This is an optimization exercise on Yosys and OpenROAD, whose aim is small area, a short achievable clock period and few clock cycles, not a production implementation. RTL that was checked went through simulation tests only; none was proved equivalent to the original. No activity file was given, so power comes from the tool's default toggle rates.

==> flow/design.v <==
module arbiter (
	input        clk,
	input        reset,
	input  [3:0] req,
	input        ack,           
	output [3:0] gnt
	);
	reg  [1:0] last;            
	wire [3:0] e = 4'b0001 << last;
	genvar m;
	generate
	  for (m = 0; m < 4; m = m + 1) begin : gm
	    wire p1 = ~e[(m + 3) % 4];
	    wire p2 = e[m] | e[(m + 1) % 4];
	    wire p3 = e[m];
	    assign gnt[m] = req[m] & ~((req[(m + 3) % 4] & p1) |
	                               (req[(m + 2) % 4] & p2) |
	                               (req[(m + 1) % 4] & p3));
	  end
	endgenerate
	always @(posedge clk) begin
	  if (reset)
	    last <= 2'd3;
	  else if (ack && |req)
	    last <= {gnt[3] | gnt[2], gnt[3] | gnt[1]};
	end
endmodule
module crossbar (
	input clk,                                        
	input reset,                                      
	input  master_0_req,				  
	output master_0_ack,                              
	input  master_0_cmd,				  
	output master_0_resp,                             
	input  [31:0] master_0_addr,                      
	input  [31:0] master_0_wdata,                     
	output [31:0] master_0_rdata,                     
	input  master_1_req,				
	output master_1_ack,
	input  master_1_cmd,				
	output master_1_resp,
	input  [31:0] master_1_addr,
	input  [31:0] master_1_wdata,
	output [31:0] master_1_rdata,
	input  master_2_req,
	output master_2_ack,
	input  master_2_cmd,
	output master_2_resp,
	input  [31:0] master_2_addr,
	input  [31:0] master_2_wdata,
	output [31:0] master_2_rdata,
	input  master_3_req,
	output master_3_ack,
	input  master_3_cmd,
	output master_3_resp,
	input  [31:0] master_3_addr,
	input  [31:0] master_3_wdata,
	output [31:0] master_3_rdata,
	output slave_0_req,
	input  slave_0_ack,
	output slave_0_cmd,
	input  slave_0_resp,
	input  [31:0] slave_0_rdata,
	output [31:0] slave_0_wdata,
	output [31:0] slave_0_addr,
	output slave_1_req,
	input  slave_1_ack,
	output slave_1_cmd,
	input  slave_1_resp,
	input  [31:0] slave_1_rdata,
	output [31:0] slave_1_wdata,
	output [31:0] slave_1_addr,
	output slave_2_req,
	input  slave_2_ack,
	output slave_2_cmd,
	input  slave_2_resp,
	input  [31:0] slave_2_rdata,
	output [31:0] slave_2_wdata,
	output [31:0] slave_2_addr,
	output slave_3_req,
	input  slave_3_ack,
	output slave_3_cmd,
	input  slave_3_resp,
	input  [31:0] slave_3_rdata,
	output [31:0] slave_3_wdata,
	output [31:0] slave_3_addr
	);
	wire [3:0]  m_req   = {master_3_req, master_2_req, master_1_req, master_0_req};
	wire [3:0]  m_cmd   = {master_3_cmd, master_2_cmd, master_1_cmd, master_0_cmd};
	wire [31:0] m_addr [0:3];
	wire [31:0] m_wdata[0:3];
	assign m_addr[0] = master_0_addr;  assign m_wdata[0] = master_0_wdata;
	assign m_addr[1] = master_1_addr;  assign m_wdata[1] = master_1_wdata;
	assign m_addr[2] = master_2_addr;  assign m_wdata[2] = master_2_wdata;
	assign m_addr[3] = master_3_addr;  assign m_wdata[3] = master_3_wdata;
	wire [3:0]  s_ack   = {slave_3_ack, slave_2_ack, slave_1_ack, slave_0_ack};
	wire [3:0]  s_resp  = {slave_3_resp, slave_2_resp, slave_1_resp, slave_0_resp};
	wire [31:0] s_rdata[0:3];
	assign s_rdata[0] = slave_0_rdata;
	assign s_rdata[1] = slave_1_rdata;
	assign s_rdata[2] = slave_2_rdata;
	assign s_rdata[3] = slave_3_rdata;
	wire [3:0] sel [0:3];
	genvar s, m, b;
	generate
	  for (m = 0; m < 4; m = m + 1) begin : md
	    assign sel[m] = 4'b0001 << m_addr[m][31:30];
	  end
	endgenerate
	wire [3:0] r [0:3];
	wire [3:0] g [0:3];
	generate
	  for (s = 0; s < 4; s = s + 1) begin : sl
	    for (m = 0; m < 4; m = m + 1) begin : ms
	      assign r[s][m] = m_req[m] & sel[m][s];
	    end
	    arbiter arb (
	      .clk(clk), .reset(reset),
	      .req(r[s]), .ack(s_ack[s]), .gnt(g[s])
	    );
	  end
	endgenerate
	wire [3:0]  sl_req, sl_cmd;
	wire [31:0] sl_addr [0:3];
	wire [31:0] sl_wdata[0:3];
	generate
	  for (s = 0; s < 4; s = s + 1) begin : so
	    assign sl_req[s] = |r[s];
	    assign sl_cmd[s] = |(g[s] & m_cmd);
	    assign sl_addr[s][31:30] = sl_req[s] ? s : 2'b00;
	    for (b = 0; b < 30; b = b + 1) begin : ab
	      andor4 u (.g(g[s]), .d({m_addr[3][b], m_addr[2][b], m_addr[1][b], m_addr[0][b]}), .y(sl_addr[s][b]));
	    end
	    for (b = 0; b < 32; b = b + 1) begin : wb
	      andor4 u (.g(g[s]), .d({m_wdata[3][b], m_wdata[2][b], m_wdata[1][b], m_wdata[0][b]}), .y(sl_wdata[s][b]));
	    end
	  end
	endgenerate
	assign slave_0_req = sl_req[0]; assign slave_0_cmd = sl_cmd[0];
	assign slave_1_req = sl_req[1]; assign slave_1_cmd = sl_cmd[1];
	assign slave_2_req = sl_req[2]; assign slave_2_cmd = sl_cmd[2];
	assign slave_3_req = sl_req[3]; assign slave_3_cmd = sl_cmd[3];
	assign slave_0_addr = sl_addr[0]; assign slave_0_wdata = sl_wdata[0];
	assign slave_1_addr = sl_addr[1]; assign slave_1_wdata = sl_wdata[1];
	assign slave_2_addr = sl_addr[2]; assign slave_2_wdata = sl_wdata[2];
	assign slave_3_addr = sl_addr[3]; assign slave_3_wdata = sl_wdata[3];
	wire [3:0] m_ack;
	generate
	  for (m = 0; m < 4; m = m + 1) begin : ma
	    assign m_ack[m] = (g[0][m] & s_ack[0]) | (g[1][m] & s_ack[1])
	                    | (g[2][m] & s_ack[2]) | (g[3][m] & s_ack[3]);
	  end
	endgenerate
	assign master_0_ack = m_ack[0];
	assign master_1_ack = m_ack[1];
	assign master_2_ack = m_ack[2];
	assign master_3_ack = m_ack[3];
	reg  [3:0]  rpend;
	wire [3:0]  rv   [0:3];
	wire [31:0] m_rdata[0:3];
	always @(posedge clk) begin
	  if (reset)
	    rpend <= 4'b0000;
	  else
	    rpend <= m_ack & ~m_cmd;
	end
	generate
	  for (m = 0; m < 4; m = m + 1) begin : mr
	    assign rv[m] = sel[m] & s_resp & {4{rpend[m]}};
	    for (b = 0; b < 32; b = b + 1) begin : rb
	      andor4s u (.g(rv[m]), .d({s_rdata[3][b], s_rdata[2][b], s_rdata[1][b], s_rdata[0][b]}), .y(m_rdata[m][b]));
	    end
	  end
	endgenerate
	assign master_0_resp = |rv[0]; assign master_0_rdata = m_rdata[0];
	assign master_1_resp = |rv[1]; assign master_1_rdata = m_rdata[1];
	assign master_2_resp = |rv[2]; assign master_2_rdata = m_rdata[2];
	assign master_3_resp = |rv[3]; assign master_3_rdata = m_rdata[3];
endmodule
module andor4 (
	input  [3:0] g,
	input  [3:0] d,
	output       y
	);
	assign y = |(g & d);
endmodule
module andor4s (
	input  [3:0] g,
	input  [3:0] d,
	output       y
	);
	wire x, z;
	aoi222 u0 (.a1(g[0]), .a2(d[0]), .b1(g[1]), .b2(d[1]), .c1(g[2]), .c2(d[2]), .y(x));
	nand2  u1 (.a(g[3]), .b(d[3]), .y(z));
	nand2  u2 (.a(x), .b(z), .y(y));
endmodule
module aoi222 (
	input  a1, a2, b1, b2, c1, c2,
	output y
	);
	assign y = ~((a1 & a2) | (b1 & b2) | (c1 & c2));
endmodule
module nand2 (
	input  a, b,
	output y
	);
	assign y = ~(a & b);
endmodule
export LEC_CHECK = 0
export CAP_MARGIN = 20
export CELL_PAD_IN_SITES_DETAIL_PLACEMENT = 1
export CORE_AREA = 5 5 295 295
export CTS_BUF_LIST = sky130_fd_sc_hd__clkbuf_4 sky130_fd_sc_hd__clkbuf_8
export DIE_AREA = 0 0 300 300
export PLACE_DENSITY = 0.35
export SETUP_SLACK_MARGIN = 1.5
export SLEW_MARGIN = 20
export SYNTH_HIERARCHICAL = 1
export SYNTH_MINIMUM_KEEP_SIZE = 0
create_clock -name core_clock -period 6.0 [get_ports {clk}]
standard.sh (not shown) runs the stock make flow with config.mk's settings and CLKGATE_MAP_FILE= SYNTH_SCRIPT=/design/flow/synth_recipe.tcl, a recipe that flattens the netlist after the stock synthesis.
==> flow/flow/run.sh <==
#!/bin/bash
# Standard ORFS layout; the only change is the cell used for the port
# buffers (a plain buffer instead of the delay cell buffer_ports picks).
set -euo pipefail
BUF=${PORT_BUF:-sky130_fd_sc_hd__buf_1}
bash standard.sh "BUFFER_PORTS_ARGS=-buffer_cell $BUF" finish > flow_make.log 2>&1
The first run finished with timing, DRC and antenna clean.
Edit:
--- a/flow/design.v
+++ b/flow/design.v
@@ -169,5 +169,5 @@
 	    assign rv[m] = sel[m] & s_resp & {4{rpend[m]}};
 	    for (b = 0; b < 32; b = b + 1) begin : rb
-	      andor4s u (.g(rv[m]), .d({s_rdata[3][b], s_rdata[2][b], s_rdata[1][b], s_rdata[0][b]}), .y(m_rdata[m][b]));
+	      andor4 u (.g(rv[m]), .d({s_rdata[3][b], s_rdata[2][b], s_rdata[1][b], s_rdata[0][b]}), .y(m_rdata[m][b]));
 	    end
 	  end
@@ -185,24 +185,2 @@
 	assign y = |(g & d);
 endmodule
-module andor4s (
-	input  [3:0] g,
-	input  [3:0] d,
-	output       y
-	);
-	wire x, z;
-	aoi222 u0 (.a1(g[0]), .a2(d[0]), .b1(g[1]), .b2(d[1]), .c1(g[2]), .c2(d[2]), .y(x));
-	nand2  u1 (.a(g[3]), .b(d[3]), .y(z));
-	nand2  u2 (.a(x), .b(z), .y(y));
-endmodule
-module aoi222 (
-	input  a1, a2, b1, b2, c1, c2,
-	output y
-	);
-	assign y = ~((a1 & a2) | (b1 & b2) | (c1 & c2));
-endmodule
-module nand2 (
-	input  a, b,
-	output y
-	);
-	assign y = ~(a & b);
-endmodule
=>
- die area is unchanged
- critical path depth decreases by 1
- routed wire length decreases by 4.5%
- count of clock-buffer cells in the layout stays the same
- sequential cell count is unchanged
- power decreases by 2.9%
- setup slack is worse by 0.0066 ns
- register-to-register slack is better by 0.09 ns
- synthesized cell count does not change
- fmax stays flat
Testbench counts after the change, summed over its fixed seeds: cycles 3,369.
The RTL of the first run of this note was laid out without a check of its function.

crossbar, a different RTL version from the one above (not shown whole).
For scale: roughly 12 flip-flops, about 800 I/O pins, roughly 0.0086 mm² of cells after synthesis.
==> module andor4, before the edit <==
module andor4 (
	input  [3:0] g,
	input  [3:0] d,
	output       y
	);
	wire x, z;
	aoi222 u0 (.a1(g[0]), .a2(d[0]), .b1(g[1]), .b2(d[1]), .c1(g[2]), .c2(d[2]), .y(x));
	nand2  u1 (.a(g[3]), .b(d[3]), .y(z));
	nand2  u2 (.a(x), .b(z), .y(y));
endmodule
==> module aoi222, before the edit <==
module aoi222 (
	input  a1, a2, b1, b2, c1, c2,
	output y
	);
	assign y = ~((a1 & a2) | (b1 & b2) | (c1 & c2));
endmodule
==> module nand2, before the edit <==
module nand2 (
	input  a, b,
	output y
	);
	assign y = ~(a & b);
endmodule
export LEC_CHECK = 0
export CAP_MARGIN = 20
export CELL_PAD_IN_SITES_DETAIL_PLACEMENT = 1
export CORE_AREA = 5 5 295 295
export DIE_AREA = 0 0 300 300
export PLACE_DENSITY = 0.35
export SETUP_SLACK_MARGIN = 1.5
export SLEW_MARGIN = 20
export SYNTH_HIERARCHICAL = 1
export SYNTH_MINIMUM_KEEP_SIZE = 0
create_clock -name core_clock -period 6.0 [get_ports {clk}]
Scripts as last shown in full above: flow/flow/run.sh
Next try:
--- a/flow/design.v
+++ b/flow/design.v
@@ -184,19 +184,4 @@
 	output       y
 	);
-	wire x, z;
-	aoi222 u0 (.a1(g[0]), .a2(d[0]), .b1(g[1]), .b2(d[1]), .c1(g[2]), .c2(d[2]), .y(x));
-	nand2  u1 (.a(g[3]), .b(d[3]), .y(z));
-	nand2  u2 (.a(x), .b(z), .y(y));
+	assign y = |(g & d);
 endmodule
-module aoi222 (
-	input  a1, a2, b1, b2, c1, c2,
-	output y
-	);
-	assign y = ~((a1 & a2) | (b1 & b2) | (c1 & c2));
-endmodule
-module nand2 (
-	input  a, b,
-	output y
-	);
-	assign y = ~(a & b);
-endmodule
=> The new run finished clean; wire length decreases by 11%; synthesized area grows by 5.5%; die area does not change; count of clock-buffer cells in the layout does not change; utilization falls by 0.29 points; design area went down by 1.6%; power goes down by 7.8%.
No run of this note included a check of the RTL's function; only the layout flow was run.

cedar:
Another version of the RTL of crossbar (not shown whole).
Size: about 1,600 cells after synthesis, ~24 flip-flops, ~800 I/O pins, ~0.010 mm^2 of cells after synthesis.
==> module arbiter, before the edit <==
module arbiter (
	input        clk,
	input        reset,
	input  [3:0] req,
	input        ack,           
	output [3:0] gnt
	);
	reg [1:0] last;             
	reg [3:0] beats [0:3];
	integer m, k;
	always @(*) begin
	  for (m = 0; m < 4; m = m + 1) begin
	    beats[m] = 4'b0000;
	    for (k = 0; k < 4; k = k + 1)
	      if (k != m && ((k - last - 1) & 3) < ((m - last - 1) & 3))
	        beats[m][k] = 1'b1;
	  end
	end
	assign gnt[0] = req[0] & ~|(req & beats[0]);
	assign gnt[1] = req[1] & ~|(req & beats[1]);
	assign gnt[2] = req[2] & ~|(req & beats[2]);
	assign gnt[3] = req[3] & ~|(req & beats[3]);
	always @(posedge clk) begin
	  if (reset)
	    last <= 2'd3;
	  else if (ack && |gnt)
	    last <= {gnt[3] | gnt[2], gnt[3] | gnt[1]};
	end
endmodule
==> module crossbar, before the edit <==
module crossbar (
	input clk,                                        
	input reset,                                      
	input  master_0_req,				  
	output master_0_ack,                              
	input  master_0_cmd,				  
	output master_0_resp,                             
	input  [31:0] master_0_addr,                      
	input  [31:0] master_0_wdata,                     
	output [31:0] master_0_rdata,                     
	input  master_1_req,				
	output master_1_ack,
	input  master_1_cmd,				
	output master_1_resp,
	input  [31:0] master_1_addr,
	input  [31:0] master_1_wdata,
	output [31:0] master_1_rdata,
	input  master_2_req,
	output master_2_ack,
	input  master_2_cmd,
	output master_2_resp,
	input  [31:0] master_2_addr,
	input  [31:0] master_2_wdata,
	output [31:0] master_2_rdata,
	input  master_3_req,
	output master_3_ack,
	input  master_3_cmd,
	output master_3_resp,
	input  [31:0] master_3_addr,
	input  [31:0] master_3_wdata,
	output [31:0] master_3_rdata,
	output slave_0_req,
	input  slave_0_ack,
	output slave_0_cmd,
	input  slave_0_resp,
	input  [31:0] slave_0_rdata,
	output [31:0] slave_0_wdata,
	output [31:0] slave_0_addr,
	output slave_1_req,
	input  slave_1_ack,
	output slave_1_cmd,
	input  slave_1_resp,
	input  [31:0] slave_1_rdata,
	output [31:0] slave_1_wdata,
	output [31:0] slave_1_addr,
	output slave_2_req,
	input  slave_2_ack,
	output slave_2_cmd,
	input  slave_2_resp,
	input  [31:0] slave_2_rdata,
	output [31:0] slave_2_wdata,
	output [31:0] slave_2_addr,
	output slave_3_req,
	input  slave_3_ack,
	output slave_3_cmd,
	input  slave_3_resp,
	input  [31:0] slave_3_rdata,
	output [31:0] slave_3_wdata,
	output [31:0] slave_3_addr
	);
	wire [3:0]  m_req   = {master_3_req, master_2_req, master_1_req, master_0_req};
	wire [3:0]  m_cmd   = {master_3_cmd, master_2_cmd, master_1_cmd, master_0_cmd};
	wire [31:0] m_addr [0:3];
	wire [31:0] m_wdata[0:3];
	assign m_addr[0] = master_0_addr;  assign m_wdata[0] = master_0_wdata;
	assign m_addr[1] = master_1_addr;  assign m_wdata[1] = master_1_wdata;
	assign m_addr[2] = master_2_addr;  assign m_wdata[2] = master_2_wdata;
	assign m_addr[3] = master_3_addr;  assign m_wdata[3] = master_3_wdata;
	wire [3:0]  s_ack   = {slave_3_ack, slave_2_ack, slave_1_ack, slave_0_ack};
	wire [3:0]  s_resp  = {slave_3_resp, slave_2_resp, slave_1_resp, slave_0_resp};
	wire [31:0] s_rdata[0:3];
	assign s_rdata[0] = slave_0_rdata;
	assign s_rdata[1] = slave_1_rdata;
	assign s_rdata[2] = slave_2_rdata;
	assign s_rdata[3] = slave_3_rdata;
	wire [3:0] r [0:3];
	wire [3:0] g [0:3];           
	genvar s, m;
	generate
	  for (s = 0; s < 4; s = s + 1) begin : sl
	    for (m = 0; m < 4; m = m + 1) begin : ms
	      assign r[s][m] = m_req[m] & (m_addr[m][31:30] == s);
	    end
	    arbiter arb (
	      .clk(clk), .reset(reset),
	      .req(r[s]), .ack(s_ack[s]), .gnt(g[s])
	    );
	  end
	endgenerate
	wire [3:0]  sl_req, sl_cmd;
	wire [31:0] sl_addr [0:3];
	wire [31:0] sl_wdata[0:3];
	generate
	  for (s = 0; s < 4; s = s + 1) begin : so
	    assign sl_req[s] = |g[s];
	    assign sl_cmd[s] = |(g[s] & m_cmd);
	    assign sl_addr[s][31:30] = sl_req[s] ? s : 2'b00;
	    assign sl_addr[s][29:0] = ({30{g[s][0]}} & m_addr[0][29:0])
	                            | ({30{g[s][1]}} & m_addr[1][29:0])
	                            | ({30{g[s][2]}} & m_addr[2][29:0])
	                            | ({30{g[s][3]}} & m_addr[3][29:0]);
	    assign sl_wdata[s] = ({32{g[s][0]}} & m_wdata[0])
	                       | ({32{g[s][1]}} & m_wdata[1])
	                       | ({32{g[s][2]}} & m_wdata[2])
	                       | ({32{g[s][3]}} & m_wdata[3]);
	  end
	endgenerate
	assign slave_0_req = sl_req[0]; assign slave_0_cmd = sl_cmd[0];
	assign slave_1_req = sl_req[1]; assign slave_1_cmd = sl_cmd[1];
	assign slave_2_req = sl_req[2]; assign slave_2_cmd = sl_cmd[2];
	assign slave_3_req = sl_req[3]; assign slave_3_cmd = sl_cmd[3];
	assign slave_0_addr = sl_addr[0]; assign slave_0_wdata = sl_wdata[0];
	assign slave_1_addr = sl_addr[1]; assign slave_1_wdata = sl_wdata[1];
	assign slave_2_addr = sl_addr[2]; assign slave_2_wdata = sl_wdata[2];
	assign slave_3_addr = sl_addr[3]; assign slave_3_wdata = sl_wdata[3];
	wire [3:0] m_ack;
	generate
	  for (m = 0; m < 4; m = m + 1) begin : ma
	    assign m_ack[m] = (g[0][m] & s_ack[0]) | (g[1][m] & s_ack[1])
	                    | (g[2][m] & s_ack[2]) | (g[3][m] & s_ack[3]);
	  end
	endgenerate
	assign master_0_ack = m_ack[0];
	assign master_1_ack = m_ack[1];
	assign master_2_ack = m_ack[2];
	assign master_3_ack = m_ack[3];
	reg  [3:0] rsel [0:3];
	wire [3:0] rv   [0:3];
	wire [31:0] m_rdata[0:3];
	generate
	  for (m = 0; m < 4; m = m + 1) begin : mr
	    always @(posedge clk) begin
	      if (reset)
	        rsel[m] <= 4'b0000;
	      else
	        rsel[m] <= {g[3][m] & s_ack[3], g[2][m] & s_ack[2],
	                    g[1][m] & s_ack[1], g[0][m] & s_ack[0]} & {4{~m_cmd[m]}};
	    end
	    assign rv[m] = rsel[m] & s_resp;
	    assign m_rdata[m] = ({32{rv[m][0]}} & s_rdata[0])
	                      | ({32{rv[m][1]}} & s_rdata[1])
	                      | ({32{rv[m][2]}} & s_rdata[2])
	                      | ({32{rv[m][3]}} & s_rdata[3]);
	  end
	endgenerate
	assign master_0_resp = |rv[0]; assign master_0_rdata = m_rdata[0];
	assign master_1_resp = |rv[1]; assign master_1_rdata = m_rdata[1];
	assign master_2_resp = |rv[2]; assign master_2_rdata = m_rdata[2];
	assign master_3_resp = |rv[3]; assign master_3_rdata = m_rdata[3];
endmodule
==> flow/config.mk <==
export PLATFORM = sky130hd
export DESIGN_NAME = crossbar
export DESIGN_NICKNAME = crossbar
export VERILOG_FILES = /design/flow/design.v
export SDC_FILE = /design/flow/constraint.sdc
export NUM_CORES = 4
export LEC_CHECK = 0
export CAP_MARGIN = 20
export CORE_AREA = 5 5 295 295
export DIE_AREA = 0 0 300 300
export SLEW_MARGIN = 20
==> flow/constraint.sdc <==
create_clock -name core_clock -period 6.0 [get_ports {clk}]
set_input_delay 1.2000 -clock core_clock [delete_from_list [all_inputs] [get_ports {clk}]]
set_output_delay 1.2000 -clock core_clock [all_outputs]
set_load 0.01 [all_outputs]
run.sh (not shown) runs the stock make flow with config.mk's settings and CLKGATE_MAP_FILE= SYNTH_SCRIPT=/design/flow/synth_recipe.tcl, a recipe that flattens the netlist after the stock synthesis.
Stock flow here: none of the scripts above is used.
Testbench counts of cedar, summed over its fixed seeds: cycles 3,369.
### cedar -> tundra
--- a/flow/design.v
+++ b/flow/design.v
@@ -4,24 +4,23 @@
 	input  [3:0] req,
 	input        ack,           
 	output [3:0] gnt
 	);
 	reg [1:0] last;             
-	reg [3:0] beats [0:3];
-	integer m, k;
+	reg [3:0] b0, b1, b2, b3;
 	always @(*) begin
-	  for (m = 0; m < 4; m = m + 1) begin
-	    beats[m] = 4'b0000;
-	    for (k = 0; k < 4; k = k + 1)
-	      if (k != m && ((k - last - 1) & 3) < ((m - last - 1) & 3))
-	        beats[m][k] = 1'b1;
-	  end
+	  case (last)
+	    2'd0:    begin b0 = 4'b1110; b1 = 4'b0000; b2 = 4'b0010; b3 = 4'b0110; end  
+	    2'd1:    begin b0 = 4'b1100; b1 = 4'b1101; b2 = 4'b0000; b3 = 4'b0100; end  
+	    2'd2:    begin b0 = 4'b1000; b1 = 4'b1001; b2 = 4'b1011; b3 = 4'b0000; end  
+	    default: begin b0 = 4'b0000; b1 = 4'b0001; b2 = 4'b0011; b3 = 4'b0111; end  
+	  endcase
 	end
-	assign gnt[0] = req[0] & ~|(req & beats[0]);
-	assign gnt[1] = req[1] & ~|(req & beats[1]);
-	assign gnt[2] = req[2] & ~|(req & beats[2]);
-	assign gnt[3] = req[3] & ~|(req & beats[3]);
+	assign gnt[0] = req[0] & ~|(req & b0);
+	assign gnt[1] = req[1] & ~|(req & b1);
+	assign gnt[2] = req[2] & ~|(req & b2);
+	assign gnt[3] = req[3] & ~|(req & b3);
 	always @(posedge clk) begin
 	  if (reset)
 	    last <= 2'd3;
 	  else if (ack && |gnt)
 	    last <= {gnt[3] | gnt[2], gnt[3] | gnt[1]};
@@ -100,17 +99,23 @@
 	wire [31:0] s_rdata[0:3];
 	assign s_rdata[0] = slave_0_rdata;
 	assign s_rdata[1] = slave_1_rdata;
 	assign s_rdata[2] = slave_2_rdata;
 	assign s_rdata[3] = slave_3_rdata;
+	wire [3:0] sel [0:3];
+	genvar s, m;
+	generate
+	  for (m = 0; m < 4; m = m + 1) begin : md
+	    assign sel[m] = 4'b0001 << m_addr[m][31:30];
+	  end
+	endgenerate
 	wire [3:0] r [0:3];
-	wire [3:0] g [0:3];           
-	genvar s, m;
+	wire [3:0] g [0:3];
 	generate
 	  for (s = 0; s < 4; s = s + 1) begin : sl
 	    for (m = 0; m < 4; m = m + 1) begin : ms
-	      assign r[s][m] = m_req[m] & (m_addr[m][31:30] == s);
+	      assign r[s][m] = m_req[m] & sel[m][s];
 	    end
 	    arbiter arb (
 	      .clk(clk), .reset(reset),
 	      .req(r[s]), .ack(s_ack[s]), .gnt(g[s])
 	    );
@@ -151,23 +156,22 @@
 	endgenerate
 	assign master_0_ack = m_ack[0];
 	assign master_1_ack = m_ack[1];
 	assign master_2_ack = m_ack[2];
 	assign master_3_ack = m_ack[3];
-	reg  [3:0] rsel [0:3];
-	wire [3:0] rv   [0:3];
+	reg  [3:0]  rpend;
+	wire [3:0]  rv   [0:3];
 	wire [31:0] m_rdata[0:3];
+	always @(posedge clk) begin
+	  if (reset)
+	    rpend <= 4'b0000;
+	  else
+	    rpend <= m_ack & ~m_cmd;
+	end
 	generate
 	  for (m = 0; m < 4; m = m + 1) begin : mr
-	    always @(posedge clk) begin
-	      if (reset)
-	        rsel[m] <= 4'b0000;
-	      else
-	        rsel[m] <= {g[3][m] & s_ack[3], g[2][m] & s_ack[2],
-	                    g[1][m] & s_ack[1], g[0][m] & s_ack[0]} & {4{~m_cmd[m]}};
-	    end
-	    assign rv[m] = rsel[m] & s_resp;
+	    assign rv[m] = sel[m] & s_resp & {4{rpend[m]}};
 	    assign m_rdata[m] = ({32{rv[m][0]}} & s_rdata[0])
 	                      | ({32{rv[m][1]}} & s_rdata[1])
 	                      | ({32{rv[m][2]}} & s_rdata[2])
 	                      | ({32{rv[m][3]}} & s_rdata[3]);
 	  end
- tundra vs cedar — final non-filler cell total dropped by a few percent
- Of tundra and cedar, it is tundra that has the higher last weighted congestion value of the routability-driven placer.
- Compared with cedar, tundra shows a lower footprint of the multi-input gates.
- Looking only at utilization, and setting everything else aside, the lower value of tundra and cedar goes to tundra.
- Re fraction of standard cell area that is sequential: cedar was higher than tundra.
- Compared tundra vs cedar, and number of clock buffer instances in the layout is up in tundra.
- Diode insertion count for antenna repair, tundra and cedar: smaller value in tundra
- Compared with cedar, tundra shows sequential share of power lower by 3.7 points.
- cedar → tundra: final area decreased 3.8%, proportion of layout cells with a drive suffix above 1 decreased 0.35 points, mean cell area of the mapped netlist increased about 1.5%.
Testbench counts of tundra, summed over its fixed seeds: cycles 3,369.

-- what the ideal ports hide --
No port has a modelled driver above. Below, the same layouts with a new extraction and two added sets of constraints.
Step 1 (the two cells are an assumption about what drives the block):
set clk [get_ports {clk}]
set_driving_cell -lib_cell sky130_fd_sc_hd__clkbuf_16 $clk
set_driving_cell -lib_cell sky130_fd_sc_hd__buf_2 [delete_from_list [all_inputs] $clk]
Step 2 adds t to the input delays and takes it off the output delays; t is the mean of the earliest and latest rising clock arrival at the registers after step 1. Input paths then give back, and output paths get back, about the clock's delay inside the block.
Slacks: ideal / step 1 / step 2; pairs: ideal / step 1.
| run | t, ns | slack for setup (ns) | hold WS [ns] |
|---|---|---|---|
| the first run of note 1 | 0.268 | 1.559 / 1.492 / 1.492 | 0.629 / 0.629 / 0.629 |
| the second run of note 1 | 0.267 | 1.552 / 1.451 / 1.451 | 0.606 / 0.606 / 0.606 |
| the first run of note 2 | 0.291 | 1.441 / 1.363 / 1.363 | 0.583 / 0.583 / 0.583 |
| the second run of note 2 | 0.270 | 1.466 / 1.396 / 1.396 | 0.591 / 0.591 / 0.591 |
| cedar | 0.314 | 0.585 / 0.553 / 0.553 | 0.568 / 0.568 / 0.568 |
| tundra | 0.288 | 0.110 / 0.070 / 0.070 | 0.556 / 0.556 / 0.556 |
After both steps every run listed still meets setup and hold. For the second run of note 1, which loses most, drivers alone change the setup slack by -0.101 ns; drivers and shift together by -0.101 ns.
